What follows belongs to an exercise in optimizing a design on an open flow for small area and a short achievable clock period; a production flow would make more cautious choices. Function was checked by simulation only, so behaviour that the tests miss may differ from the original. Power and IR drop assume default switching activity.

--- flow/flow/run.sh ---
#!/bin/bash
# Layout flow: the standard synthesis unchanged, then the standard ORFS
# steps with our own port buffers, clock tree settings and timing target.
set -euo pipefail
HERE=$(cd "$(dirname "$0")" && pwd)
source "$HERE/settings.sh"

bash standard.sh synth > synth.log 2>&1
bash standard.sh \
  BUFFER_PORTS_ARGS="$PORT_BUF_ARGS" \
  CTS_ARGS="$CTS_ARGS_V" \
  SETUP_SLACK_MARGIN="$SETUP_MARGIN" \
  $EXTRA_MAKE_ARGS \
  finish > layout.log 2>&1
--- flow/design.v ---
`timescale 1ns / 1ps
module g_aoi222(input a1, b1, a2, b2, a3, b3, output y);
    assign y = ~((a1 & b1) | (a2 & b2) | (a3 & b3));
endmodule
module g_nand2(input a, b, output y);
    assign y = ~(a & b);
endmodule
module g_nand3(input a, b, c, output y);
    assign y = ~(a & b & c);
endmodule
module g_nand4(input a, b, c, d, output y);
    assign y = ~(a & b & c & d);
endmodule
module g_or2(input a, b, output y);
    assign y = a | b;
endmodule
module g_or3(input a, b, c, output y);
    assign y = a | b | c;
endmodule
module g_ha(input a, b, output s, co);
    assign s = a ^ b;
    assign co = a & b;
endmodule
module g_mux2(input a0, a1, s, output y);
    assign y = s ? a1 : a0;
endmodule
module g_inv(input a, output y);
    assign y = ~a;
endmodule
module g_xor2(input a, b, output y);
    assign y = a ^ b;
endmodule
module g_and2(input a, b, output y);
    assign y = a & b;
endmodule
module g_xnor2(input a, b, output y);
    assign y = ~(a ^ b);
endmodule
module g_nor2(input a, b, output y);
    assign y = ~(a | b);
endmodule
module g_aoi21(input a1, a2, b, output y);
    assign y = ~((a1 & a2) | b);
endmodule
module g_oai21(input a1, a2, b, output y);
    assign y = ~((a1 | a2) & b);
endmodule
module g_and4(input a, b, c, d, output y);
    assign y = a & b & c & d;
endmodule
`timescale 1ns / 1ps
module aor31(input [30:0] d, input [30:0] s, output q);
    wire [10:0] n;
    genvar i;
    generate
        for (i = 0; i < 10; i = i + 1) begin : a
            g_aoi222 u(d[3*i], s[3*i], d[3*i+1], s[3*i+1], d[3*i+2], s[3*i+2], n[i]);
        end
    endgenerate
    g_nand2 u10(d[30], s[30], n[10]);
    wire x0, x1, x2;
    g_nand4 c0(n[0], n[1], n[2], n[3], x0);
    g_nand4 c1(n[4], n[5], n[6], n[7], x1);
    g_nand3 c2(n[8], n[9], n[10], x2);
    g_or3 o(x0, x1, x2, q);
endmodule
module aor16(input [15:0] d, input [15:0] s, output q);
    wire [5:0] n;
    genvar i;
    generate
        for (i = 0; i < 5; i = i + 1) begin : a
            g_aoi222 u(d[3*i], s[3*i], d[3*i+1], s[3*i+1], d[3*i+2], s[3*i+2], n[i]);
        end
    endgenerate
    g_nand2 u5(d[15], s[15], n[5]);
    wire x0, x1;
    g_nand3 c0(n[0], n[1], n[2], x0);
    g_nand3 c1(n[3], n[4], n[5], x1);
    g_or2 o(x0, x1, q);
endmodule
module aor4(input [3:0] d, input [3:0] s, output q);
    wire n0, n1;
    g_aoi222 u0(d[0], s[0], d[1], s[1], d[2], s[2], n0);
    g_nand2 u1(d[3], s[3], n1);
    g_nand2 o(n0, n1, q);
endmodule
module aor5(input [4:0] d, input [4:0] s, output q);
    wire n0, n1, n2;
    g_aoi222 u0(d[0], s[0], d[1], s[1], d[2], s[2], n0);
    g_nand2 u1(d[3], s[3], n1);
    g_nand2 u2(d[4], s[4], n2);
    g_nand3 o(n0, n1, n2, q);
endmodule
module aor3(input [2:0] d, input [2:0] s, output q);
    wire n0;
    g_aoi222 u0(d[0], s[0], d[1], s[1], d[2], s[2], n0);
    g_inv o(n0, q);
endmodule
module aorn #(parameter N = 8) (input [N-1:0] d, input [N-1:0] s, output q);
    localparam G = N / 3;               
    localparam R = N - 3 * G;           
    localparam L = G + R;               
    wire [L-1:0] n;
    genvar i;
    generate
        for (i = 0; i < G; i = i + 1) begin : a
            g_aoi222 u(d[3*i], s[3*i], d[3*i+1], s[3*i+1], d[3*i+2], s[3*i+2], n[i]);
        end
        for (i = 0; i < R; i = i + 1) begin : b
            g_nand2 u(d[3*G+i], s[3*G+i], n[G+i]);
        end
        if (N == 1) begin : c1
            g_and2 o(d[0], s[0], q);
        end else if (L == 1) begin : c2
            g_inv o(n[0], q);
        end else if (L == 2) begin : c3
            g_nand2 o(n[0], n[1], q);
        end else if (L == 3) begin : c4
            g_nand3 o(n[0], n[1], n[2], q);
        end else begin : c5
            g_nand4 o(n[0], n[1], n[2], n[3], q);
        end
    endgenerate
endmodule
`timescale 1ns / 1ps
module inc_r #(parameter W = 14) (input [W-1:0] a, input ci, output [W-1:0] y, output co);
    wire [W:0] c;
    assign c[0] = ci;
    genvar i;
    generate
        for (i = 0; i < W; i = i + 1) begin : b
            g_ha h(.a(a[i]), .b(c[i]), .s(y[i]), .co(c[i+1]));
        end
    endgenerate
    assign co = c[W];
endmodule
module dec_r #(parameter W = 14) (input [W-1:0] a, output [W-1:0] y);
    wire [W-1:0] an = ~a;
    wire [W-1:0] yn;
    wire co;
    inc_r #(W) u(.a(an), .ci(1'b1), .y(yn), .co(co));    
    assign y = ~yn;
endmodule
module add16c(input [15:0] a, input [15:0] b, output [15:0] s, output co);
    wire [16:0] p, g;
    adder #(17) u(.a({1'b0, a}), .b({1'b0, b}), .cin(1'b1), .s({co, s}), .p(p), .g(g));
endmodule
module PC(
    input [29:0] pc,
    input halt,
    input beq, bne, eq,
    input jump,
    input [15:0] imm,
    input [25:0] j_addr,
    output [29:0] npc
    );
    wire [15:0] p4_lo, bt_lo;
    wire c_lo, c16, c_y;
    inc_r #(16) il(.a(pc[15:0]), .ci(1'b1), .y(p4_lo), .co(c_lo));
    add16c al(.a(pc[15:0]), .b(imm), .s(bt_lo), .co(c16));
    wire [13:0] hi_p, hi_m;
    inc_r #(14) ip(.a(pc[29:16]), .ci(1'b1), .y(hi_p), .co(c_y));
    dec_r #(14) im(.a(pc[29:16]), .y(hi_m));
    wire taken = eq ? beq : bne;
    wire seq = ~(halt | jump);            
    wire s_bt = taken;
    wire s_p4 = taken ? 1'b0 : seq;
    wire b_same = c16 == imm[15];
    wire b_inc = c16 & ~imm[15];
    wire b_dec = ~c16 & imm[15];
    wire n_same = halt | (seq & ~c_lo);
    wire n_inc = seq & c_lo;
    wire s_same = taken ? b_same : n_same;
    wire s_inc = taken ? b_inc : n_inc;
    wire s_dec = taken & b_dec;
    wire s_same_j = taken ? b_same : (n_same | (jump & ~c_lo));    
    wire s_inc_j = taken ? b_inc : (n_inc | (jump & c_lo));
    genvar i;
    generate
        for (i = 0; i < 16; i = i + 1) begin : lo
            aor4 m(.d({bt_lo[i], j_addr[i], pc[i], p4_lo[i]}), .s({s_bt, jump, halt, s_p4}), .q(npc[i]));
        end
        for (i = 16; i < 26; i = i + 1) begin : mid
            aor4 m(.d({j_addr[i], hi_m[i-16], hi_p[i-16], pc[i]}),
                   .s({jump, s_dec, s_inc, s_same}), .q(npc[i]));
        end
        for (i = 26; i < 30; i = i + 1) begin : hi
            aor3 m(.d({hi_m[i-16], hi_p[i-16], pc[i]}),
                   .s({s_dec, s_inc_j, s_same_j}), .q(npc[i]));
        end
    endgenerate
endmodule
`timescale 1ns / 1ps
module CU(
    input [5:0] opCode,
    output op_ori, op_and, op_or, op_sll, op_slti,
    output op_sw, op_lw, op_beq, op_bne, op_j, op_halt,
    output useImm,    
    output subtract,  
    output RegWre,    
    output RegDst     
    );
    wire op_addi = opCode == 6'b000001;
    wire op_sub  = opCode == 6'b000010;
    assign op_ori  = opCode == 6'b010000;
    assign op_and  = opCode == 6'b010001;
    assign op_or   = opCode == 6'b010010;
    assign op_sll  = opCode == 6'b011000;
    assign op_slti = opCode == 6'b011011;
    assign op_sw   = opCode == 6'b100110;
    assign op_lw   = opCode == 6'b100111;
    assign op_beq  = opCode == 6'b110000;
    assign op_bne  = opCode == 6'b110001;
    assign op_j    = opCode == 6'b111000;
    assign op_halt = opCode == 6'b111111;
    assign useImm = op_addi | op_sw | op_lw | op_slti;
    assign subtract = op_sub | op_beq | op_bne | op_slti;
    assign RegWre = ~(op_sw | op_beq | op_bne | op_j | op_halt);
    assign RegDst = ~(op_addi | op_ori | op_lw | op_slti);
endmodule
`timescale 1ns / 1ps
module prefix #(parameter N = 32) (input [N-1:0] g, input [N-1:0] p, input cin, output [N-1:0] c);
    reg [N-1:0] G, P, Gn, Pn;
    integer l, i;
    always @(*) begin
        G = g;
        P = p;
        G[0] = g[0] | (p[0] & cin);
        for (l = 1; l < N; l = l * 2) begin
            Gn = G;
            Pn = P;
            for (i = l; i < N; i = i + 1) begin
                Gn[i] = G[i] | (P[i] & G[i-l]);
                Pn[i] = P[i] & P[i-l];
            end
            G = Gn;
            P = Pn;
        end
    end
    assign c = {G[N-2:0], cin};
endmodule
module adder #(parameter N = 32) (input [N-1:0] a, input [N-1:0] b, input cin,
                                  output [N-1:0] s, output [N-1:0] p, output [N-1:0] g);
    wire [N-1:0] c;
    genvar i;
    generate
        for (i = 0; i < N; i = i + 1) begin : b_
            g_xor2 xp(a[i], b[i], p[i]);
            g_and2 ag(a[i], b[i], g[i]);
            g_xor2 xs(p[i], c[i], s[i]);
        end
    endgenerate
    prefix #(N) pf(.g(g), .p(p), .cin(cin), .c(c));
endmodule
module eq32(input [31:0] a, input [31:0] b, output eq);
    assign eq = a == b;
endmodule
module shl32(input [31:0] a, input [4:0] sh, output [31:0] y);
    wire [3:0] d1 = 4'b1 << sh[1:0];
    wire [7:0] d2 = 8'b1 << sh[4:2];
    wire [31:0] t;
    genvar i, k;
    generate
        for (i = 0; i < 32; i = i + 1) begin : s1
            localparam N1 = (i < 3) ? i + 1 : 4;
            wire [N1-1:0] dd;
            for (k = 0; k < N1; k = k + 1) begin : t_
                assign dd[k] = a[i-k];
            end
            aorn #(N1) m(.d(dd), .s(d1[N1-1:0]), .q(t[i]));
        end
        for (i = 0; i < 32; i = i + 1) begin : s2
            localparam N2 = i / 4 + 1;
            wire [N2-1:0] dd;
            for (k = 0; k < N2; k = k + 1) begin : t_
                assign dd[k] = t[i-4*k];
            end
            aorn #(N2) m(.d(dd), .s(d2[N2-1:0]), .q(y[i]));
        end
    endgenerate
endmodule
module ALU(
    input [31:0] A,         
    input [31:0] R2,
    input [15:0] imm,
    input [4:0] sa,
    input op_ori, op_and, op_or, op_sll, op_slti,
    input useImm, subtract,
    output [31:0] result
    );
    wire useI = useImm | op_ori;
    wire [31:0] ext = {{16{imm[15] & ~op_ori}}, imm};
    wire [31:0] B = (useI ? ext : R2) ^ {32{subtract}};
    wire [31:0] sum, p, g;
    adder32k add(.a(A), .b(B), .cin(subtract), .s(sum), .p(p), .g(g));
    wire lt = (A[31] ^ imm[15]) ? A[31] : sum[31];
    wire [31:0] shl;
    shl32 sh(.a(R2), .sh(sa), .y(shl));
    wire is_sum = ~(op_ori | op_and | op_or | op_sll | op_slti);
    wire s_or = op_ori | op_or;           
    wire s_g = s_or | op_and;             
    aor5 r0(.d({sum[0], op_slti & lt, shl[0], g[0], p[0]}),
            .s({is_sum, 1'b1, op_sll, s_g, s_or}), .q(result[0]));
    genvar i;
    generate
        for (i = 1; i < 32; i = i + 1) begin : r
            aor4 m(.d({sum[i], shl[i], g[i], p[i]}), .s({is_sum, op_sll, s_g, s_or}), .q(result[i]));
        end
    endgenerate
endmodule
module adder32k(input [31:0] a, input [31:0] b, input cin,
               output [31:0] s, output [31:0] p, output [31:0] g);
    wire w0, w1, w2, w3, w4, w5, w6, w7, w8, w9, w10, w11, w12, w13, w14, w15, w16, w17, w18, w19, w20, w21, w22, w23, w24, w25, w26, w27, w28, w29, w30, w31, w32, w33, w34, w35, w36, w37, w38, w39, w40, w41, w42, w43, w44, w45, w46, w47, w48, w49, w50, w51, w52, w53, w54, w55, w56, w57, w58, w59, w60, w61, w62, w63, w64, w65, w66, w67, w68, w69, w70, w71, w72, w73, w74, w75, w76, w77, w78, w79, w80, w81, w82, w83, w84, w85, w86, w87, w88, w89, w90, w91, w92, w93, w94, w95, w96, w97, w98, w99, w100, w101, w102, w103, w104, w105, w106, w107, w108, w109, w110, w111, w112, w113, w114, w115, w116, w117, w118, w119, w120, w121, w122, w123, w124, w125, w126, w127, w128, w129, w130, w131, w132, w133, w134, w135, w136, w137, w138, w139, w140, w141, w142, w143, w144, w145, w146, w147, w148, w149, w150, w151, w152, w153, w154, w155, w156, w157, w158, w159, w160, w161, w162, w163, w164, w165, w166, w167, w168, w169, w170, w171, w172, w173, w174, w175, w176, w177, w178, w179, w180, w181, w182, w183, w184, w185, w186, w187, w188, w189, w190, w191, w192, w193, w194, w195, w196, w197, w198, w199, w200, w201, w202, w203, w204, w205, w206, w207, w208, w209, w210, w211, w212, w213, w214, w215, w216, w217, w218, w219, w220, w221, w222, w223, w224, w225, w226, w227, w228, w229, w230, w231, w232, w233, w234, w235, w236, w237, w238;
    g_xor2 xp0(a[0], b[0], p[0]);
    g_and2 ag0(a[0], b[0], g[0]);
    g_xor2 xp1(a[1], b[1], p[1]);
    g_and2 ag1(a[1], b[1], g[1]);
    g_xor2 xp2(a[2], b[2], p[2]);
    g_and2 ag2(a[2], b[2], g[2]);
    g_xor2 xp3(a[3], b[3], p[3]);
    g_and2 ag3(a[3], b[3], g[3]);
    g_xor2 xp4(a[4], b[4], p[4]);
    g_and2 ag4(a[4], b[4], g[4]);
    g_xor2 xp5(a[5], b[5], p[5]);
    g_and2 ag5(a[5], b[5], g[5]);
    g_xor2 xp6(a[6], b[6], p[6]);
    g_and2 ag6(a[6], b[6], g[6]);
    g_xor2 xp7(a[7], b[7], p[7]);
    g_and2 ag7(a[7], b[7], g[7]);
    g_xor2 xp8(a[8], b[8], p[8]);
    g_and2 ag8(a[8], b[8], g[8]);
    g_xor2 xp9(a[9], b[9], p[9]);
    g_and2 ag9(a[9], b[9], g[9]);
    g_xor2 xp10(a[10], b[10], p[10]);
    g_and2 ag10(a[10], b[10], g[10]);
    g_xor2 xp11(a[11], b[11], p[11]);
    g_and2 ag11(a[11], b[11], g[11]);
    g_xor2 xp12(a[12], b[12], p[12]);
    g_and2 ag12(a[12], b[12], g[12]);
    g_xor2 xp13(a[13], b[13], p[13]);
    g_and2 ag13(a[13], b[13], g[13]);
    g_xor2 xp14(a[14], b[14], p[14]);
    g_and2 ag14(a[14], b[14], g[14]);
    g_xor2 xp15(a[15], b[15], p[15]);
    g_and2 ag15(a[15], b[15], g[15]);
    g_xor2 xp16(a[16], b[16], p[16]);
    g_and2 ag16(a[16], b[16], g[16]);
    g_xor2 xp17(a[17], b[17], p[17]);
    g_and2 ag17(a[17], b[17], g[17]);
    g_xor2 xp18(a[18], b[18], p[18]);
    g_and2 ag18(a[18], b[18], g[18]);
    g_xor2 xp19(a[19], b[19], p[19]);
    g_and2 ag19(a[19], b[19], g[19]);
    g_xor2 xp20(a[20], b[20], p[20]);
    g_and2 ag20(a[20], b[20], g[20]);
    g_xor2 xp21(a[21], b[21], p[21]);
    g_and2 ag21(a[21], b[21], g[21]);
    g_xor2 xp22(a[22], b[22], p[22]);
    g_and2 ag22(a[22], b[22], g[22]);
    g_xor2 xp23(a[23], b[23], p[23]);
    g_and2 ag23(a[23], b[23], g[23]);
    g_xor2 xp24(a[24], b[24], p[24]);
    g_and2 ag24(a[24], b[24], g[24]);
    g_xor2 xp25(a[25], b[25], p[25]);
    g_and2 ag25(a[25], b[25], g[25]);
    g_xor2 xp26(a[26], b[26], p[26]);
    g_and2 ag26(a[26], b[26], g[26]);
    g_xor2 xp27(a[27], b[27], p[27]);
    g_and2 ag27(a[27], b[27], g[27]);
    g_xor2 xp28(a[28], b[28], p[28]);
    g_and2 ag28(a[28], b[28], g[28]);
    g_xor2 xp29(a[29], b[29], p[29]);
    g_and2 ag29(a[29], b[29], g[29]);
    g_xor2 xp30(a[30], b[30], p[30]);
    g_and2 ag30(a[30], b[30], g[30]);
    g_xor2 xp31(a[31], b[31], p[31]);
    g_and2 ag31(a[31], b[31], g[31]);
    g_xor2 xs0(p[0], cin, s[0]);
    g_xnor2 xs1(p[1], w0, s[1]);
    g_xnor2 xs2(p[2], w2, s[2]);
    g_xor2 xs3(p[3], w63, s[3]);
    g_xor2 xs4(p[4], w64, s[4]);
    g_xnor2 xs5(p[5], w122, s[5]);
    g_xnor2 xs6(p[6], w124, s[6]);
    g_xnor2 xs7(p[7], w125, s[7]);
    g_xnor2 xs8(p[8], w126, s[8]);
    g_xor2 xs9(p[9], w175, s[9]);
    g_xor2 xs10(p[10], w176, s[10]);
    g_xor2 xs11(p[11], w178, s[11]);
    g_xor2 xs12(p[12], w180, s[12]);
    g_xor2 xs13(p[13], w181, s[13]);
    g_xor2 xs14(p[14], w182, s[14]);
    g_xor2 xs15(p[15], w183, s[15]);
    g_xor2 xs16(p[16], w184, s[16]);
    g_xnor2 xs17(p[17], w218, s[17]);
    g_xnor2 xs18(p[18], w220, s[18]);
    g_xnor2 xs19(p[19], w221, s[19]);
    g_xnor2 xs20(p[20], w222, s[20]);
    g_xnor2 xs21(p[21], w224, s[21]);
    g_xnor2 xs22(p[22], w226, s[22]);
    g_xnor2 xs23(p[23], w228, s[23]);
    g_xnor2 xs24(p[24], w230, s[24]);
    g_xnor2 xs25(p[25], w231, s[25]);
    g_xnor2 xs26(p[26], w232, s[26]);
    g_xnor2 xs27(p[27], w233, s[27]);
    g_xnor2 xs28(p[28], w234, s[28]);
    g_xnor2 xs29(p[29], w235, s[29]);
    g_xnor2 xs30(p[30], w236, s[30]);
    g_xnor2 xs31(p[31], w237, s[31]);
    g_aoi21 u0(p[0], cin, g[0], w0);
    g_inv u1(w0, w1);
    g_aoi21 u2(p[1], w1, g[1], w2);
    g_aoi21 u3(p[2], g[1], g[2], w3);
    g_nand2 u4(p[2], p[1], w4);
    g_aoi21 u5(p[3], g[2], g[3], w5);
    g_nand2 u6(p[3], p[2], w6);
    g_aoi21 u7(p[4], g[3], g[4], w7);
    g_nand2 u8(p[4], p[3], w8);
    g_aoi21 u9(p[5], g[4], g[5], w9);
    g_nand2 u10(p[5], p[4], w10);
    g_aoi21 u11(p[6], g[5], g[6], w11);
    g_nand2 u12(p[6], p[5], w12);
    g_aoi21 u13(p[7], g[6], g[7], w13);
    g_nand2 u14(p[7], p[6], w14);
    g_aoi21 u15(p[8], g[7], g[8], w15);
    g_nand2 u16(p[8], p[7], w16);
    g_aoi21 u17(p[9], g[8], g[9], w17);
    g_nand2 u18(p[9], p[8], w18);
    g_aoi21 u19(p[10], g[9], g[10], w19);
    g_nand2 u20(p[10], p[9], w20);
    g_aoi21 u21(p[11], g[10], g[11], w21);
    g_nand2 u22(p[11], p[10], w22);
    g_aoi21 u23(p[12], g[11], g[12], w23);
    g_nand2 u24(p[12], p[11], w24);
    g_aoi21 u25(p[13], g[12], g[13], w25);
    g_nand2 u26(p[13], p[12], w26);
    g_aoi21 u27(p[14], g[13], g[14], w27);
    g_nand2 u28(p[14], p[13], w28);
    g_aoi21 u29(p[15], g[14], g[15], w29);
    g_nand2 u30(p[15], p[14], w30);
    g_aoi21 u31(p[16], g[15], g[16], w31);
    g_nand2 u32(p[16], p[15], w32);
    g_aoi21 u33(p[17], g[16], g[17], w33);
    g_nand2 u34(p[17], p[16], w34);
    g_aoi21 u35(p[18], g[17], g[18], w35);
    g_nand2 u36(p[18], p[17], w36);
    g_aoi21 u37(p[19], g[18], g[19], w37);
    g_nand2 u38(p[19], p[18], w38);
    g_aoi21 u39(p[20], g[19], g[20], w39);
    g_nand2 u40(p[20], p[19], w40);
    g_aoi21 u41(p[21], g[20], g[21], w41);
    g_nand2 u42(p[21], p[20], w42);
    g_aoi21 u43(p[22], g[21], g[22], w43);
    g_nand2 u44(p[22], p[21], w44);
    g_aoi21 u45(p[23], g[22], g[23], w45);
    g_nand2 u46(p[23], p[22], w46);
    g_aoi21 u47(p[24], g[23], g[24], w47);
    g_nand2 u48(p[24], p[23], w48);
    g_aoi21 u49(p[25], g[24], g[25], w49);
    g_nand2 u50(p[25], p[24], w50);
    g_aoi21 u51(p[26], g[25], g[26], w51);
    g_nand2 u52(p[26], p[25], w52);
    g_aoi21 u53(p[27], g[26], g[27], w53);
    g_nand2 u54(p[27], p[26], w54);
    g_aoi21 u55(p[28], g[27], g[28], w55);
    g_nand2 u56(p[28], p[27], w56);
    g_aoi21 u57(p[29], g[28], g[29], w57);
    g_nand2 u58(p[29], p[28], w58);
    g_aoi21 u59(p[30], g[29], g[30], w59);
    g_nand2 u60(p[30], p[29], w60);
    g_aoi21 u61(p[31], g[30], g[31], w61);
    g_nand2 u62(p[31], p[30], w62);
    g_oai21 u63(w4, w0, w3, w63);
    g_oai21 u64(w6, w2, w5, w64);
    g_oai21 u65(w8, w3, w7, w65);
    g_nor2 u66(w8, w4, w66);
    g_oai21 u67(w10, w5, w9, w67);
    g_nor2 u68(w10, w6, w68);
    g_oai21 u69(w12, w7, w11, w69);
    g_nor2 u70(w12, w8, w70);
    g_oai21 u71(w14, w9, w13, w71);
    g_nor2 u72(w14, w10, w72);
    g_oai21 u73(w16, w11, w15, w73);
    g_nor2 u74(w16, w12, w74);
    g_oai21 u75(w18, w13, w17, w75);
    g_nor2 u76(w18, w14, w76);
    g_oai21 u77(w20, w15, w19, w77);
    g_nor2 u78(w20, w16, w78);
    g_oai21 u79(w22, w17, w21, w79);
    g_nor2 u80(w22, w18, w80);
    g_oai21 u81(w24, w19, w23, w81);
    g_nor2 u82(w24, w20, w82);
    g_oai21 u83(w26, w21, w25, w83);
    g_nor2 u84(w26, w22, w84);
    g_oai21 u85(w28, w23, w27, w85);
    g_nor2 u86(w28, w24, w86);
    g_oai21 u87(w30, w25, w29, w87);
    g_nor2 u88(w30, w26, w88);
    g_oai21 u89(w32, w27, w31, w89);
    g_nor2 u90(w32, w28, w90);
    g_oai21 u91(w34, w29, w33, w91);
    g_nor2 u92(w34, w30, w92);
    g_oai21 u93(w36, w31, w35, w93);
    g_nor2 u94(w36, w32, w94);
    g_oai21 u95(w38, w33, w37, w95);
    g_nor2 u96(w38, w34, w96);
    g_oai21 u97(w40, w35, w39, w97);
    g_nor2 u98(w40, w36, w98);
    g_oai21 u99(w42, w37, w41, w99);
    g_nor2 u100(w42, w38, w100);
    g_oai21 u101(w44, w39, w43, w101);
    g_nor2 u102(w44, w40, w102);
    g_oai21 u103(w46, w41, w45, w103);
    g_nor2 u104(w46, w42, w104);
    g_oai21 u105(w48, w43, w47, w105);
    g_nor2 u106(w48, w44, w106);
    g_oai21 u107(w50, w45, w49, w107);
    g_nor2 u108(w50, w46, w108);
    g_oai21 u109(w52, w47, w51, w109);
    g_nor2 u110(w52, w48, w110);
    g_oai21 u111(w54, w49, w53, w111);
    g_nor2 u112(w54, w50, w112);
    g_oai21 u113(w56, w51, w55, w113);
    g_nor2 u114(w56, w52, w114);
    g_oai21 u115(w58, w53, w57, w115);
    g_nor2 u116(w58, w54, w116);
    g_oai21 u117(w60, w55, w59, w117);
    g_nor2 u118(w60, w56, w118);
    g_oai21 u119(w62, w57, w61, w119);
    g_nor2 u120(w62, w58, w120);
    g_inv u121(w0, w121);
    g_aoi21 u122(w66, w121, w65, w122);
    g_inv u123(w2, w123);
    g_aoi21 u124(w68, w123, w67, w124);
    g_aoi21 u125(w70, w63, w69, w125);
    g_aoi21 u126(w72, w64, w71, w126);
    g_aoi21 u127(w74, w65, w73, w127);
    g_nand2 u128(w74, w66, w128);
    g_aoi21 u129(w76, w67, w75, w129);
    g_nand2 u130(w76, w68, w130);
    g_aoi21 u131(w78, w69, w77, w131);
    g_nand2 u132(w78, w70, w132);
    g_aoi21 u133(w80, w71, w79, w133);
    g_nand2 u134(w80, w72, w134);
    g_aoi21 u135(w82, w73, w81, w135);
    g_nand2 u136(w82, w74, w136);
    g_aoi21 u137(w84, w75, w83, w137);
    g_nand2 u138(w84, w76, w138);
    g_aoi21 u139(w86, w77, w85, w139);
    g_nand2 u140(w86, w78, w140);
    g_aoi21 u141(w88, w79, w87, w141);
    g_nand2 u142(w88, w80, w142);
    g_aoi21 u143(w90, w81, w89, w143);
    g_nand2 u144(w90, w82, w144);
    g_aoi21 u145(w92, w83, w91, w145);
    g_nand2 u146(w92, w84, w146);
    g_aoi21 u147(w94, w85, w93, w147);
    g_nand2 u148(w94, w86, w148);
    g_aoi21 u149(w96, w87, w95, w149);
    g_nand2 u150(w96, w88, w150);
    g_aoi21 u151(w98, w89, w97, w151);
    g_nand2 u152(w98, w90, w152);
    g_aoi21 u153(w100, w91, w99, w153);
    g_nand2 u154(w100, w92, w154);
    g_aoi21 u155(w102, w93, w101, w155);
    g_nand2 u156(w102, w94, w156);
    g_aoi21 u157(w104, w95, w103, w157);
    g_nand2 u158(w104, w96, w158);
    g_aoi21 u159(w106, w97, w105, w159);
    g_nand2 u160(w106, w98, w160);
    g_aoi21 u161(w108, w99, w107, w161);
    g_nand2 u162(w108, w100, w162);
    g_aoi21 u163(w110, w101, w109, w163);
    g_nand2 u164(w110, w102, w164);
    g_aoi21 u165(w112, w103, w111, w165);
    g_nand2 u166(w112, w104, w166);
    g_aoi21 u167(w114, w105, w113, w167);
    g_nand2 u168(w114, w106, w168);
    g_aoi21 u169(w116, w107, w115, w169);
    g_nand2 u170(w116, w108, w170);
    g_aoi21 u171(w118, w109, w117, w171);
    g_nand2 u172(w118, w110, w172);
    g_aoi21 u173(w120, w111, w119, w173);
    g_nand2 u174(w120, w112, w174);
    g_oai21 u175(w128, w0, w127, w175);
    g_oai21 u176(w130, w2, w129, w176);
    g_inv u177(w63, w177);
    g_oai21 u178(w132, w177, w131, w178);
    g_inv u179(w64, w179);
    g_oai21 u180(w134, w179, w133, w180);
    g_oai21 u181(w136, w122, w135, w181);
    g_oai21 u182(w138, w124, w137, w182);
    g_oai21 u183(w140, w125, w139, w183);
    g_oai21 u184(w142, w126, w141, w184);
    g_oai21 u185(w144, w127, w143, w185);
    g_nor2 u186(w144, w128, w186);
    g_oai21 u187(w146, w129, w145, w187);
    g_nor2 u188(w146, w130, w188);
    g_oai21 u189(w148, w131, w147, w189);
    g_nor2 u190(w148, w132, w190);
    g_oai21 u191(w150, w133, w149, w191);
    g_nor2 u192(w150, w134, w192);
    g_oai21 u193(w152, w135, w151, w193);
    g_nor2 u194(w152, w136, w194);
    g_oai21 u195(w154, w137, w153, w195);
    g_nor2 u196(w154, w138, w196);
    g_oai21 u197(w156, w139, w155, w197);
    g_nor2 u198(w156, w140, w198);
    g_oai21 u199(w158, w141, w157, w199);
    g_nor2 u200(w158, w142, w200);
    g_oai21 u201(w160, w143, w159, w201);
    g_nor2 u202(w160, w144, w202);
    g_oai21 u203(w162, w145, w161, w203);
    g_nor2 u204(w162, w146, w204);
    g_oai21 u205(w164, w147, w163, w205);
    g_nor2 u206(w164, w148, w206);
    g_oai21 u207(w166, w149, w165, w207);
    g_nor2 u208(w166, w150, w208);
    g_oai21 u209(w168, w151, w167, w209);
    g_nor2 u210(w168, w152, w210);
    g_oai21 u211(w170, w153, w169, w211);
    g_nor2 u212(w170, w154, w212);
    g_oai21 u213(w172, w155, w171, w213);
    g_nor2 u214(w172, w156, w214);
    g_oai21 u215(w174, w157, w173, w215);
    g_nor2 u216(w174, w158, w216);
    g_inv u217(w0, w217);
    g_aoi21 u218(w186, w217, w185, w218);
    g_inv u219(w2, w219);
    g_aoi21 u220(w188, w219, w187, w220);
    g_aoi21 u221(w190, w63, w189, w221);
    g_aoi21 u222(w192, w64, w191, w222);
    g_inv u223(w122, w223);
    g_aoi21 u224(w194, w223, w193, w224);
    g_inv u225(w124, w225);
    g_aoi21 u226(w196, w225, w195, w226);
    g_inv u227(w125, w227);
    g_aoi21 u228(w198, w227, w197, w228);
    g_inv u229(w126, w229);
    g_aoi21 u230(w200, w229, w199, w230);
    g_aoi21 u231(w202, w175, w201, w231);
    g_aoi21 u232(w204, w176, w203, w232);
    g_aoi21 u233(w206, w178, w205, w233);
    g_aoi21 u234(w208, w180, w207, w234);
    g_aoi21 u235(w210, w181, w209, w235);
    g_aoi21 u236(w212, w182, w211, w236);
    g_aoi21 u237(w214, w183, w213, w237);
    g_aoi21 u238(w216, w184, w215, w238);
endmodule
`timescale 1ns / 1ps
module SumDec4(input [3:0] a, input [3:0] b, output [15:0] m);
    wire [3:0] x, xn, o, g;
    genvar i, r;
    generate
        for (i = 0; i < 4; i = i + 1) begin : b_
            g_xor2 ux(a[i], b[i], x[i]);
            g_inv un(x[i], xn[i]);
            g_or2 uo(a[i], b[i], o[i]);
            g_and2 ua(a[i], b[i], g[i]);
        end
        wire [3:0] t1, t2, t3;
        for (i = 1; i < 4; i = i + 1) begin : t_
            wire e00, e01, e10, e11;
            g_xnor2 u00(x[i], o[i-1], e00);    
            g_xor2  u01(x[i], o[i-1], e01);    
            g_xnor2 u10(x[i], g[i-1], e10);    
            g_xor2  u11(x[i], g[i-1], e11);    
            if (i == 1) assign t1 = {e11, e10, e01, e00};
            if (i == 2) assign t2 = {e11, e10, e01, e00};
            if (i == 3) assign t3 = {e11, e10, e01, e00};
        end
        for (r = 0; r < 16; r = r + 1) begin : m_
            g_and4 u(r[0] ? x[0] : xn[0],
                     t1[{r[0], r[1]}], t2[{r[1], r[2]}], t3[{r[2], r[3]}], m[r]);
        end
    endgenerate
endmodule
module MemSel(
    input [5:0] ra,           
    input [5:0] ia,           
    input we,
    input [63:0] mvalid,      
    output [63:0] rsel,       
    output [63:0] wen,
    output [15:0] wsel,       
    output [15:0] osel_n      
    );
    reg [43:0] sel;
    always @(*) begin
        case ({ra[1:0], ia[1:0]})
            4'd0: sel = {16'h8421, 16'h8421, 12'h249};
            4'd1: sel = {16'h1842, 16'h4218, 12'h24a};
            4'd2: sel = {16'h2184, 16'h2184, 12'h252};
            4'd3: sel = {16'h4218, 16'h1842, 12'h292};
            4'd4: sel = {16'h1842, 16'h4218, 12'h24a};
            4'd5: sel = {16'h2184, 16'h2184, 12'h252};
            4'd6: sel = {16'h4218, 16'h1842, 12'h292};
            4'd7: sel = {16'h8421, 16'h8421, 12'h492};
            4'd8: sel = {16'h2184, 16'h2184, 12'h252};
            4'd9: sel = {16'h4218, 16'h1842, 12'h292};
            4'd10: sel = {16'h8421, 16'h8421, 12'h492};
            4'd11: sel = {16'h1842, 16'h4218, 12'h494};
            4'd12: sel = {16'h4218, 16'h1842, 12'h292};
            4'd13: sel = {16'h8421, 16'h8421, 12'h492};
            4'd14: sel = {16'h1842, 16'h4218, 12'h494};
            4'd15: sel = {16'h2184, 16'h2184, 12'h4a4};
            default: sel = 44'b0;
        endcase
    end
    assign osel_n = sel[43:28];
    assign wsel = sel[27:12];
    wire [15:0] m;
    SumDec4 sd(.a(ra[5:2]), .b(ia[5:2]), .m(m));
    genvar k, i, r;
    generate
        for (k = 0; k < 4; k = k + 1) begin : bank
            wire s0 = sel[3*k], s1 = sel[3*k+1], s2 = sel[3*k+2];
            wire [15:0] rs = ({16{s0}} & m) | ({16{s1}} & {m[14:0], m[15]}) | ({16{s2}} & {m[13:0], m[15:14]});
            for (r = 0; r < 16; r = r + 1) begin : row
                assign rsel[16*k + r] = rs[r] & mvalid[4*r + k];
                assign wen[16*k + r] = rs[r] & we;
            end
        end
    endgenerate
endmodule
module MemRead(
    input [511:0] ram,         
    input [63:0] rsel,
    input [15:0] osel,
    output [31:0] word
    );
    wire [7:0] bout [0:3];
    genvar k, b, r, i;
    generate
        for (k = 0; k < 4; k = k + 1) begin : bank
            for (b = 0; b < 8; b = b + 1) begin : bit_
                wire [15:0] col;
                for (r = 0; r < 16; r = r + 1) begin : rr
                    assign col[r] = ram[8*(4*r+k) + b];
                end
                aor16 m(.d(col), .s(rsel[16*k +: 16]), .q(bout[k][b]));
            end
        end
        for (i = 0; i < 4; i = i + 1) begin : ob
            for (b = 0; b < 8; b = b + 1) begin : bit_
                aor4 m(.d({bout[3][b], bout[2][b], bout[1][b], bout[0][b]}),
                       .s(osel[4*i +: 4]), .q(word[31-8*i-7+b]));
            end
        end
    endgenerate
endmodule
module MemWData(
    input [31:0] DataIn,
    input [15:0] wsel,
    output [31:0] wbytes       
    );
    genvar k, b;
    generate
        for (k = 0; k < 4; k = k + 1) begin : bank
            for (b = 0; b < 8; b = b + 1) begin : bit_
                aor4 m(.d({DataIn[b], DataIn[8+b], DataIn[16+b], DataIn[24+b]}),
                       .s({wsel[4*k+3], wsel[4*k+2], wsel[4*k+1], wsel[4*k+0]}),
                       .q(wbytes[8*k+b]));
            end
        end
    endgenerate
endmodule
`timescale 1ns / 1ps
module RegRead(
    input [31*32-1:0] d,      
    input [31:1] valid,
    input [4:0] ra,
    output [31:0] q
    );
    wire [31:0] oh = 32'b1 << ra;
    wire [30:0] s = oh[31:1] & valid;
    genvar b, i;
    generate
        for (b = 0; b < 32; b = b + 1) begin : bit_
            wire [30:0] col;
            for (i = 0; i < 31; i = i + 1) begin : r
                assign col[i] = d[32*i + b];
            end
            aor31 m(.d(col), .s(s), .q(q[b]));
        end
    endgenerate
endmodule
`timescale 1ns / 1ps
module SingleCycleCPU(
    input clk, Reset,
    input [31:0] instr,
    output [5:0] opCode,
    output [31:0] ReadData1, ReadData2, currentPC, nextPC, result, DMOut,
    output [4:0] rs, rt
);
    wire [4:0] rd = instr[15:11];
    wire [4:0] sa = instr[10:6];
    wire [15:0] imm = instr[15:0];
    assign opCode = instr[31:26];
    assign rs = instr[25:21];
    assign rt = instr[20:16];
    wire op_ori, op_and, op_or, op_sll, op_slti, op_sw, op_lw, op_beq, op_bne, op_j, op_halt;
    wire useImm, subtract, RegWre, RegDst;
    CU cu(.opCode(opCode), .op_ori(op_ori), .op_and(op_and), .op_or(op_or), .op_sll(op_sll),
          .op_slti(op_slti), .op_sw(op_sw), .op_lw(op_lw), .op_beq(op_beq), .op_bne(op_bne),
          .op_j(op_j), .op_halt(op_halt), .useImm(useImm), .subtract(subtract),
          .RegWre(RegWre), .RegDst(RegDst));
    reg [31:2] pc;                
    reg [31:0] regFile [1:31];    
    reg [31:1] valid;             
    reg [7:0] ram [0:63];         
    reg [63:0] mvalid;            
    wire [31*32-1:0] rflat;
    genvar g;
    generate
        for (g = 1; g < 32; g = g + 1) begin : rf
            assign rflat[32*(g-1) +: 32] = regFile[g];
        end
    endgenerate
    RegRead rp1(.d(rflat), .valid(valid), .ra(rs), .q(ReadData1));
    RegRead rp2(.d(rflat), .valid(valid), .ra(rt), .q(ReadData2));
    ALU alu(.A(ReadData1), .R2(ReadData2), .imm(imm), .sa(sa),
            .op_ori(op_ori), .op_and(op_and), .op_or(op_or), .op_sll(op_sll),
            .op_slti(op_slti), .useImm(useImm), .subtract(subtract), .result(result));
    wire eq;
    eq32 cmp(.a(ReadData1), .b(ReadData2), .eq(eq));
    wire [29:0] npc;
    PC pcl(.pc(pc), .halt(op_halt), .beq(op_beq), .bne(op_bne), .eq(eq), .jump(op_j),
           .imm(imm), .j_addr(instr[25:0]), .npc(npc));
    assign currentPC = {pc, 2'b00};
    assign nextPC = {npc, 2'b00};
    wire [63:0] rsel, wen;
    wire [15:0] wsel, osel_n;
    MemSel ms(.ra(ReadData1[5:0]), .ia(imm[5:0]), .we(op_sw), .mvalid(mvalid), .rsel(rsel), .wen(wen), .wsel(wsel), .osel_n(osel_n));
    wire [511:0] rambits;
    generate
        for (g = 0; g < 64; g = g + 1) begin : rb
            assign rambits[8*g +: 8] = ram[g];
        end
    endgenerate
    MemRead mr(.ram(rambits), .rsel(rsel), .osel(osel_n), .word(DMOut));
    wire [31:0] wd = op_lw ? DMOut : result;
    wire [31:0] wbytes;
    MemWData mw(.DataIn(ReadData2), .wsel(wsel), .wbytes(wbytes));
    wire [4:0] wa = RegDst ? rd : rt;
    integer j;
    always @(posedge clk or negedge Reset) begin
        if (Reset == 0) pc <= 0;
        else pc <= npc;
    end
    generate
        for (g = 1; g < 32; g = g + 1) begin : w
            wire wen_r = RegWre && wa == g;
            always @(posedge clk) if (wen_r) regFile[g] <= wd;
            always @(posedge clk or negedge Reset) begin
                if (Reset == 0) valid[g] <= 1'b0;
                else if (wen_r) valid[g] <= 1'b1;
            end
        end
        for (g = 0; g < 64; g = g + 1) begin : m
            always @(posedge clk) if (wen[16*(g%4) + g/4]) ram[g] <= wbytes[8*(g%4) +: 8];
            always @(posedge clk or negedge Reset) begin
                if (Reset == 0) mvalid[g] <= 1'b0;
                else if (wen[16*(g%4) + g/4]) mvalid[g] <= 1'b1;
            end
        end
    endgenerate
endmodule
--- flow/standard.sh ---
#!/bin/bash
# synth_recipe.tcl (not shown) runs the flow's synth.tcl, then flattens the netlist and writes it again
# the make line also repeats each setting of config.mk as NAME=value (left out here)
make -C /OpenROAD-flow-scripts/flow DESIGN_CONFIG=/design/flow/config.mk WORK_HOME=/design/flow/orfs CLKGATE_MAP_FILE= SYNTH_SCRIPT=/design/flow/synth_recipe.tcl "${@:-finish}"
--- flow/flow/settings.sh ---
# Settings read by run.sh
PORT_BUF_ARGS="-buffer_cell sky130_fd_sc_hd__buf_2"
CTS_ARGS_V="-sink_clustering_enable -repair_clock_nets -buf_list {sky130_fd_sc_hd__clkbuf_8} -sink_clustering_size 16 -sink_clustering_max_diameter 50 -dont_use_dummy_load"
SETUP_MARGIN=6
EXTRA_MAKE_ARGS=""
--- flow/constraint.sdc ---
create_clock -name core_clock -period 20.0 [get_ports {clk}]
set_input_delay 4.0000 -clock core_clock [delete_from_list [all_inputs] [get_ports {clk}]]
set_output_delay 4.0000 -clock core_clock [all_outputs]
set_load 0.01 [all_outputs]
--- flow/config.mk ---
export PLATFORM = sky130hd
export DESIGN_NAME = SingleCycleCPU
export DESIGN_NICKNAME = SingleCycleCPU
export VERILOG_FILES = /design/flow/design.v
export SDC_FILE = /design/flow/constraint.sdc
export NUM_CORES = 8
export LEC_CHECK = 0
export CAP_MARGIN = 30
export CORE_MARGIN = 2
export CORE_UTILIZATION = 40
export SLEW_MARGIN = 30
export SYNTH_HIERARCHICAL = 1
export SYNTH_MINIMUM_KEEP_SIZE = 0
==> results of run 1 <==
## timing repair
action | 4_1_cts | 5_1_grt
setup buffers | 1 | 5
pin swaps | 1 | 8
hold endpoints to repair | 0 | 0
setup endpoints to repair | 64 | 64
gates cloned | 0 | 0
gates resized for setup | 36 | 71
## metal layers
metal	wire length, um	up-vias	GRT usage [%]
met4	22600	10	20.6
met2	127000	4249	45.5
met1	100000	27300	36.9
met3	35000	914	7.88
met5	143	-	0.338
li1	-	22400	-
## power by group through the flow
stage               logic (mW)  registers, mW  clock network, mW
CTS                       2.14           4.41               1.78
finish                    2.21           4.41               1.75
detailed placement        2.14           4.48                  0
global placement          2.10           4.48                  0
global route              2.31           4.43               1.89
floorplan                 1.10           4.45                  0
## registers in the layout, indices dropped and copies added, names as in the netlist
name     flops
ram        512
mvalid      64
pc          30
valid       31
regFile    992
## worst paths after layout
check,start,to,cells past startpoint
setup / recovery,instr[19],nextPC[19],17
hold / removal,mvalid[52],mvalid[52],1
setup reg to reg,valid[2],regFile[22][14],16
hold reg to reg,mvalid[52],mvalid[52],1
max in group asynchronous,Reset,mvalid[52],2
min in group asynchronous,Reset,mvalid[25],1
## critical path: cells and delay by family
| kind | cells | cell delay, ns |
|---|---|---|
| and+or+nand+nor | 9 | 3.46 |
| xor gates and xnor gates | 1 | 0.28 |
| AOI/OAI and AO/OA | 3 | 1.03 |
| buffers and inverters | 3 | 0.80 |
| muxes | 1 | 0.48 |
## layout make-up
type	count	area share, %
inverters	76	0.355
flip-flops and latches	1629	60.1
well taps	2370	3.69
repair buffers	436	3.43
multi-input cells	3082	29.7
diodes	6	0.0187
clock buffers	154	2.64
## stage by stage
stage | utilization [%] | instances
floorplan | - | 4914
global placement | 43.0 | 7583
CTS | 44.3 | 7741
finish | 44.5 | 7753
global route | 44.5 | 7749
detailed placement | 43.1 | 7586
==> run notes, run 1 <==
* Status: timing/DRC/antenna clean
* Num CTS Buffers at about 150
* Routability cong. at ~1.0
* Critical path required time at between 15 and 20 ns
* Core Rows at 156
* Avg Cell Area, Syn at approximately 15 um2
* Layout cells sized above 1 at around a fifth
* Die area at around 180,000 um2
* Fin nets at 5,459
* Vias in the first global route at between 50,000 and 60,000
* Reg2Reg Setup Slack at 13.14 ns
* RSZ-0062 raised after global routing: true
* Seq pwr share at 52.7%
* Worst-case clock buffer depth at 3
* Antenna violations before repair at 17
* DRT antenna net count at 0
* Drt pass-1 iters at 17
* Internal power at approximately 5.5 mW
* Hold_buf cts at 0
* Final Total Pwr at roughly 8.4 mW
* Crit-path max cell delay at 0.86 ns
* Multi-input gate area at 23,900 um2
* IO buf count at 237
* Clock skew at approximately 0.13 ns
* Clock Pin Slew Worst Setup and Hold Paths at approximately 0.030 ns
* Initial Util at 40.2%
* H-tree depth at 4
* Comb pwr share at about a quarter
* Slew @ Worst Pin at 1.04 ns
* CTS tree: built
* Root Buffer: clkbuf_8
* Max VDD drop at a little over 0.00007 V
* CP Cell Sequence: buf_2 -> and3b_1 -> and3_1 -> buf_4 -> a222oi_1 -> nand4_1 -> or3_2 -> xor2_1 -> nor4_4 -> nand4_1 -> nor2_1 -> mux2_4 -> nor2b_4 -> a21oi_2 -> a222oi_1 -> nand2_1 -> buf_2
* Overflow left after global routing at 0
* Post-Route Setup TNS at 0 ns
* Clock latency on the worst-skew pair at 0.97 ns
* Setup ws final at 5.89 ns
* Dpl cell area at 77,700 um2
* Clock power frac at between 20% and 30%
* Max_cap viols at 0
* DRT Wirelength at 285,000 um
* Hold Fails Final Rpt at 0
* Sw frac at 34.3%
* Synth Cell Area at 72,500 um2
* Synthesized instance count at 4,908
* CTS sink count at 1,629
* Critical path endpoint category: primary output
* Drt via density at 7.08
* Worst Setup Path Type: input pin to primary output
* Initial DRC count at around 12,000
* CP Launch Type: input pin
* Worst Path Arrival at 10.11 ns
* Slowest CP cell: or3_2
* Worst min-delay path class: flip-flop to flip-flop
* Hold Slack at 0.456 ns
* Final worst path period share at 70.5%
* Fillcell total at around 16,000
* Pwr Density at 104 nW/um2
* Die width at approximately 430 um
* DIE HEIGHT at 430 um
* IO Count at 242
* Core region area at 180,000 um2
* Post-route cell area at 80,300 um2
* Net switching power at 2.87 mW
* FF/Latch Area at a little under 50,000 um2
* Most frequent cells in the layout: 1,504 x edfxtp_1, 992 x a222oi_1, 504 x nand2_1
* Relative slew margins at 31.0%
* Via Count at 54,900
* Pre-CTS setup slack at 5.13 ns
* Max-slew violations at 0
* CP Max Fanout at 25
* First-pass GRT wire length at 394,000 um
* Area growth syn-to-layout at 10.8%
* Drt wl/cell at approximately 37 um
* Setup violations, final at 0
* Leak at 27.6 nW
* Largest net degree at the start of global routing at between 70 and 80
* GR Util All Layers at roughly 30%
* Hpwl dp at ~180,000 um
* DRC at 0
* Synth Warn # at 12
* Period minus WS final at 14.11 ns
* Achievable Freq at between 70 and 80 MHz
* Commonest non-fill, non-tap cell in the layout: edfxtp_1
==> inputs of run 2 (changes only) <==
--- a/flow/config.mk
+++ b/flow/config.mk
@@ -9,3 +9,4 @@
 export CORE_MARGIN = 2
-export CORE_UTILIZATION = 40
+export CORE_UTILIZATION = 55
+export PLACE_DENSITY = 0.7
 export SLEW_MARGIN = 30
==> run notes, run 2 <==
* Clock skew at 0.154 ns (+0.0233 ns)
* Post-route cell area at 79,100 um2 (-1.5%)
* Fin nets at 5,426 (-0.60%)
* Clock power frac at 20.2% (-0.7 points)
* End of the worst hold path: mvalid[36]
* DRC at 0 (unchanged)
* Reg2reg end: regFile[28][14]
* First-pass GRT wire length at 376,000 um (-4.6%)
* Dpl cell area at 76,800 um2 (-1.1%)
* CP Max Fanout at 32 (+28%)
* Post-Route Setup TNS at 0 ns (unchanged)
* Largest net degree at the start of global routing at 65 (-11%)
* Leak at 27.4 nW (-0.63%)
* Clock latency on the worst-skew pair at 0.95 ns (-0.02 ns)
* Root Buffer: clkbuf_8
* Max VDD drop at 0.0000845 V (+17%)
* Grt peak-use layer: met2
* Drt wl/cell at 38.4 um (+4.6%)
* Core region area at 131,000 um2 (-27%)
* Avg Cell Area, Syn at 14.8 um2 (unchanged)
* Core Rows at 133 (-15%)
* Synth Cell Area at 72,500 um2 (unchanged)
* Drt pass-1 iters at 22 (+5)
* CP Launch Type: input pin
* Hold Startpoint: mvalid[36]
* Overflow left after global routing at 0 (unchanged)
* Relative slew margins at 20.6% (-10 points)
* Achievable Freq at 71.2 MHz (+0.45%)
* RSZ-0062 raised after global routing: true
* Worst Setup Path Type: input pin to primary output
* FF/Latch Area at 48,300 um2 (unchanged)
* H-tree depth at 4 (unchanged)
* Hold path cells at 1 (unchanged)
* Reg2Reg Setup Slack at 13.06 ns (-0.08 ns)
* FF-to-FF Start: valid[13]
* Synth Warn # at 12 (unchanged)
* Critical path endpoint category: primary output
* Pre-CTS setup slack at 5.52 ns (+0.392 ns)
* Max-slew violations at 0 (unchanged)
* Antenna violations before repair at 17 (unchanged)
* Hold_buf cts at 0 (unchanged)
* Multi-input gate area at 23,700 um2 (-0.69%)
* Hold Fails Final Rpt at 0 (unchanged)
* Die width at 367 um (-15%)
* Max_cap viols at 0 (unchanged)
* Final worst path period share at 70.2% (-0.32 points)
* Met2 global-route usage at 55.6% (+10 points)
* Hpwl dp at 172,000 um (-6.8%)
* Worst Path Arrival at 10.05 ns (-0.06 ns)
* Biggest register: regFile
* Period minus WS final at 14.05 ns (-0.0634 ns)
* IO Count at 242 (unchanged)
* Slew @ Worst Pin at 1.19 ns (+0.155 ns)
* Net switching power at 2.92 mW (+1.5%)
* Fillcell total at 10,100 (-37%)
* Pwr Density at 106 nW/um2 (+1.5%)
* DRT Wirelength at 273,000 um (-4.1%)
* Drt via density at 7.96 (+12%)
* Met3 GRT Util at 13.7% (+5.9 points)
* Initial DRC count at 15,500 (+25%)
* Via Count at 56,600 (+3.0%)
* Status: timing/DRC/antenna clean
* Max reg flops at 992 (unchanged)
* Setup violations, final at 0 (unchanged)
* Met1 GRT Util at 50.1% (+13 points)
* Critical path required time at 16.00 ns (about the same)
* Sw frac at 34.8% (+0.53 points)
* GR Util All Layers at 38.9% (+9.2 points)
* Seq pwr share at 52.7% (about the same)
* Layout cells sized above 1 at 17.7% (-1.2 points)
* Initial Util at 55.3% (+15 points)
* Post-CTS Setup Bufs at 0 (-1)
* Num CTS Buffers at 145 (-5.8%)
* Synthesized instance count at 4,908 (unchanged)
* Internal power at 5.46 mW (-0.85%)
* Commonest non-fill, non-tap cell in the layout: edfxtp_1
* Setup ws final at 5.95 ns (+0.0634 ns)
* CTS tree: built
* Die area at 135,000 um2 (-27%)
* FF-to-FF path depth at 16 (unchanged)
* Largest registers: regFile: 992 flops, ram: 512 flops, mvalid: 64 flops
* Worst-case clock buffer depth at 3 (unchanged)
* Comb pwr share at 27.1% (+0.7 points)
* Vias in the first global route at 52,200 (-0.32%)
* Clock Pin Slew Worst Setup and Hold Paths at 0.06 ns (+0.03 ns)
* Routability cong. at 1.04 (+1.5%)
* Most frequent cells in the layout: 1,504 x edfxtp_1, 992 x a222oi_1, 508 x nand2_1
* IO buf count at 237 (unchanged)
* Worst min-delay path class: flip-flop to flip-flop
* Area growth syn-to-layout at 9.11%
* CTS sink count at 1,629 (unchanged)
* DRT antenna net count at 0 (unchanged)
* DIE HEIGHT at 367 um (-15%)
## run 2: power by group through the flow
stage | Clock (mW) | Sequential [mW] | Combinational, mW
after global placement | 0 | 4.47 | 2.08
after floorplan | 0 | 4.45 | 1.10
after CTS | 1.70 | 4.40 | 2.13
final | 1.69 | 4.41 | 2.27
after global routing | 1.82 | 4.42 | 2.29
after detailed placement | 0 | 4.48 | 2.12
## run 2: area by class of cell
class / count / share of cell area, %
Antenna cell: 7 / 0.0221
Clock buffer: 145 / 2.52
Inverter: 76 / 0.361
Multi-Input combinational cell: 3082 / 30.0
Sequential cell: 1629 / 61.1
Tap cell: 1755 / 2.78
Timing Repair Buffer: 412 / 3.29
## run 2: critical path, cell delays in order
cell	delay (ns)
buf_2	0.22
and3b_2	0.27
and3_1	0.18
buf_4	0.28
a222oi_1	0.51
nand4_1	0.39
or3_4	0.63
or2_1	0.30
xnor2_1	0.32
and4_2	0.54
o21ai_0	0.19
a21boi_0	0.83
a222oi_1	0.29
nand3_1	0.23
or2_1	0.30
nand2_1	0.09
nand2_1	0.24
buf_2	0.19
## run 2: per-stage QoR
step                      instances  power, mW  hold WS (ns)  utilization, %
after floorplan                4914       5.55         0.432               -
after global placement         6949       6.55         0.443            58.5
after detailed placement       6954       6.60         0.447            58.6
after CTS                      7099       8.23         0.462            60.2
after global routing           7100       8.53         0.466            60.3
final                          7106       8.37         0.464            60.3
## run 2: worst max path at each step
stage                   start  slack, ns  cells past startpoint        end
floorplan           instr[24]       7.84                     16  DMOut[27]
detailed placement  instr[24]       5.52                     18  DMOut[25]
global placement    instr[24]       5.68                     18  DMOut[14]
finish              instr[25]       5.95                     18  DMOut[14]
global route        instr[25]       5.97                     18  DMOut[14]
CTS                 instr[25]       6.00                     18  DMOut[25]
## run 2: metal layers
layer,vias up,share of wire [%]
met1,27500,33
li1,22300,-
met5,-,0.035
met3,1081,17
met4,14,8.1
met2,5625,42
## run 2: what timing repair did
item	in CTS	in global routing
pin swaps	1	3
endpoints found under the setup margin	33	51
gates cloned	0	0
gates resized for setup	17	36
==> inputs of run 3 (changes only) <==
==> flow/flow/settings.sh (replaced) <==
# Settings read by run.sh
PORT_BUF_ARGS="-buffer_cell sky130_fd_sc_hd__buf_2"
CTS_ARGS_V="-sink_clustering_enable -repair_clock_nets -buf_list {sky130_fd_sc_hd__clkbuf_8} -sink_clustering_size 16 -sink_clustering_max_diameter 50 -dont_use_dummy_load"
SETUP_MARGIN=7
EXTRA_MAKE_ARGS=""
--- a/flow/config.mk
+++ b/flow/config.mk
@@ -9,4 +9,3 @@
 export CORE_MARGIN = 2
-export CORE_UTILIZATION = 55
-export PLACE_DENSITY = 0.7
+export CORE_UTILIZATION = 22
 export SLEW_MARGIN = 30
==> run notes, run 3 <==
* Status: timing/DRC/antenna clean
* Area growth syn-to-layout at 19.2%
* Final worst path period share at 67.0% (-3.2 points)
* Most frequent cells in the layout: 1,504 x edfxtp_1, 992 x a222oi_1, 473 x nand2_1
* Die width at 578 um (+57%)
* GR Util All Layers at 17.8% (-21 points)
* IO buf count at 237 (unchanged)
* Hold path cells at 1 (unchanged)
* Multi-input gate area at 25,200 um2 (+6.3%)
* Setup violations, final at 0 (unchanged)
* Via Count at 57,400 (+1.5%)
* Met1 WL at 112,000 um (+24%)
* Critical path endpoint category: primary output
* Drt via density at 5.80 (-27%)
* Worst min-delay path class: flip-flop to flip-flop
* Pwr Density at 102 nW/um2 (-3.4%)
* Reg2Reg Setup Slack at 13.46 ns (+0.40 ns)
* Synth Cell Area at 72,500 um2 (unchanged)
* DRT antenna net count at 0 (unchanged)
* IO Count at 242 (unchanged)
* Initial Util at 22.1% (-33 points)
* WL met3 at 47,500 um (+4.4%)
* Post-route cell area at 86,400 um2 (+9.2%)
* Relative slew margins at 27.2% (+6.6 points)
* Reg2reg end: regFile[21][29]
* Commonest non-fill, non-tap cell in the layout: edfxtp_1
* CP Launch Type: input pin
* Max_cap viols at 0 (unchanged)
* CP Max Fanout at 10 (-69%)
* Die area at 334,000 um2 (+150%)
* Core Rows at 210 (+58%)
* DRC at 0 (unchanged)
* FF-to-FF path depth at 18 (+2)
* Synth Warn # at 12 (unchanged)
* Pre-CTS setup slack at 5.31 ns (-0.215 ns)
* Clock Pin Slew Worst Setup and Hold Paths at 0.10 ns (+0.04 ns)
* Layout cells sized above 1 at 25.1% (+7.4 points)
* Post-Route Setup TNS at 0 ns (unchanged)
* Drt wl/cell at 32.0 um (-17%)
* Max-slew violations at 0 (unchanged)
* RSZ-0062 raised after global routing: true
* H-tree depth at 4 (unchanged)
* Drt pass-1 iters at 17 (-23%)
* Largest registers: regFile: 992 flops, ram: 512 flops, mvalid: 64 flops
* FF-to-FF Start: valid[22]
* Worst Path Arrival at 9.40 ns (-0.65 ns)
* Setup ws final at 6.60 ns (+0.648 ns)
* CTS sink count at 1,629 (unchanged)
* Met2 wire len at 138,000 um (+20%)
* Hold_buf cts at 0 (unchanged)
* Avg Cell Area, Syn at 14.8 um2 (unchanged)
* DRT Wirelength at 318,000 um (+16%)
* Fin nets at 5,632 (+3.8%)
* Vias in the first global route at 53,800 (+2.9%)
* Worst-case clock buffer depth at 4 (+1)
* Achievable Freq at 74.6 MHz (+4.8%)
* Clock skew at 0.146 ns (-0.00762 ns)
* Critical path required time at 16.00 ns (about the same)
* End of the worst hold path: mvalid[29]
* Slew @ Worst Pin at 1.09 ns (-0.0983 ns)
* Leak at 28.9 nW (+5.4%)
* Max VDD drop at 0.0000769 V (-9.0%)
* FF/Latch Area at 48,300 um2 (unchanged)
* Worst Setup Path Type: input pin to primary output
* Root Buffer: clkbuf_8
* Hold Startpoint: mvalid[29]
* CTS tree: built
* Hold Fails Final Rpt at 0 (unchanged)
* Antenna violations before repair at 15 (-2)
* Synthesized instance count at 4,908 (unchanged)
* DIE HEIGHT at 578 um (+57%)
* First-pass GRT wire length at 426,000 um (+13%)
* Biggest register: regFile
* Clock latency on the worst-skew pair at 0.96 ns (about the same)
* Dpl cell area at 80,000 um2 (+4.2%)
* Core region area at 328,000 um2 (+150%)
* Top Metal Used: met5
* Num CTS Buffers at 142 (-2.1%)
* Period minus WS final at 13.40 ns (-0.648 ns)
* Routability cong. at 0.959 (-8.0%)
* Initial DRC count at 13,800 (-11%)
* Final Total Pwr at 8.84 mW (+5.5%)
* Overflow left after global routing at 0 (unchanged)
* Fillcell total at 33,300 (+230%)
* Largest net degree at the start of global routing at 66 (+1.5%)
* Max reg flops at 992 (unchanged)
* Hpwl dp at 201,000 um (+17%)
==> run 3: how the worst max path moves through the flow <==
stage	from	to	cells past startpoint
6_report	instr[21]	DMOut[4]	19
5_1_grt	instr[25]	DMOut[29]	19
4_1_cts	instr[24]	DMOut[0]	18
3_5_place_dp	instr[21]	DMOut[0]	18
3_3_place_gp	instr[21]	DMOut[0]	18
2_1_floorplan	instr[24]	DMOut[27]	16
==> run 3: critical path: stages <==
cell and delay [ns]:
buf_8 0.12, and3b_2 0.26, and3_4 0.21, buf_12 0.14
buf_4 0.16, a222oi_1 0.34, nand4_1 0.31, or3_4 0.58
or2_1 0.29, xnor2_1 0.21, and4_4 0.27, a22oi_2 0.29
a21boi_4 0.12, a222oi_1 0.65, nand3_1 0.15, or2_4 0.33
a222oi_1 0.47, nand2_1 0.26, buf_2 0.21
==> run 3: stage by stage <==
stage	util (%)	hold slack, ns	cells
after floorplan	-	0.432	4914
after global placement	24.4	0.444	9553
after detailed placement	24.4	0.447	9554
after CTS	25.8	0.466	9808
after global routing	26.4	0.487	9897
final	26.4	0.469	9908
==> run 3: power breakdown <==
part	switching, mW	total [mW]	leakage [nW]	internal, mW
combinational	2.05	2.70	12.6	0.653
sequential	0.0870	4.41	15.2	4.33
clock	1.08	1.72	1.02	0.637
total	3.22	8.84	28.9	5.62
==> run 3: what timing repair did <==
item                                    4_1_cts  5_1_grt
resized for setup                           399      211
pin swaps                                   182      190
endpoints found under the setup margin       92       88
gates cloned                                 10       12
setup buffers                               102       75
==> run 3: metal layers <==
metal / up-vias / global-route usage, %
met4: 6 / 9.65
met2: 4809 / 27.2
met5: - / 0
met1: 29000 / 22.0
li1: 22700 / -
met3: 849 / 5.97
==> run 3: area by class of cell <==
type | instances | area share [%]
inverter | 76 | 0.330
sequential | 1629 | 55.9
multi-input combinational | 3086 | 29.2
tap | 4346 | 6.29
timing repair buffer | 617 | 6.02
clock buffer | 142 | 2.26
antenna | 12 | 0.0348

==> port drivers added, routing unchanged <==
The results above use ideal ports. As a check the final layouts listed here were re-extracted and re-timed, cells and wires unchanged.
Step 1 assumes that a clkbuf_16 drives the clock port and a buf_2 every other input.
Step 2 also shifts input and output timing later by t, the mid clock arrival at the registers, as if the neighbouring blocks saw the same clock.
Three values: ideal, step 1, step 2; two values: the first two.
run | shift t [ns] | setup slack, ns | hold WS [ns] | worst setup path at the end | pins driven straight from the clock port
run 1 | 0.991 | 5.890 / 5.865 / 5.865 | 0.456 / 0.456 / 0.456 | input to output | 1
run 2 | 0.952 | 5.954 / 5.931 / 5.931 | 0.464 / 0.464 / 0.464 | input to output | 1
run 3 | 0.986 | 6.602 / 6.498 / 6.498 | 0.469 / 0.469 / 0.469 | input to output | 1
After both steps every run listed still meets setup and hold. The setup slack of run 3, which loses most, moves by -0.104 ns with the drivers and by -0.104 ns with both steps.
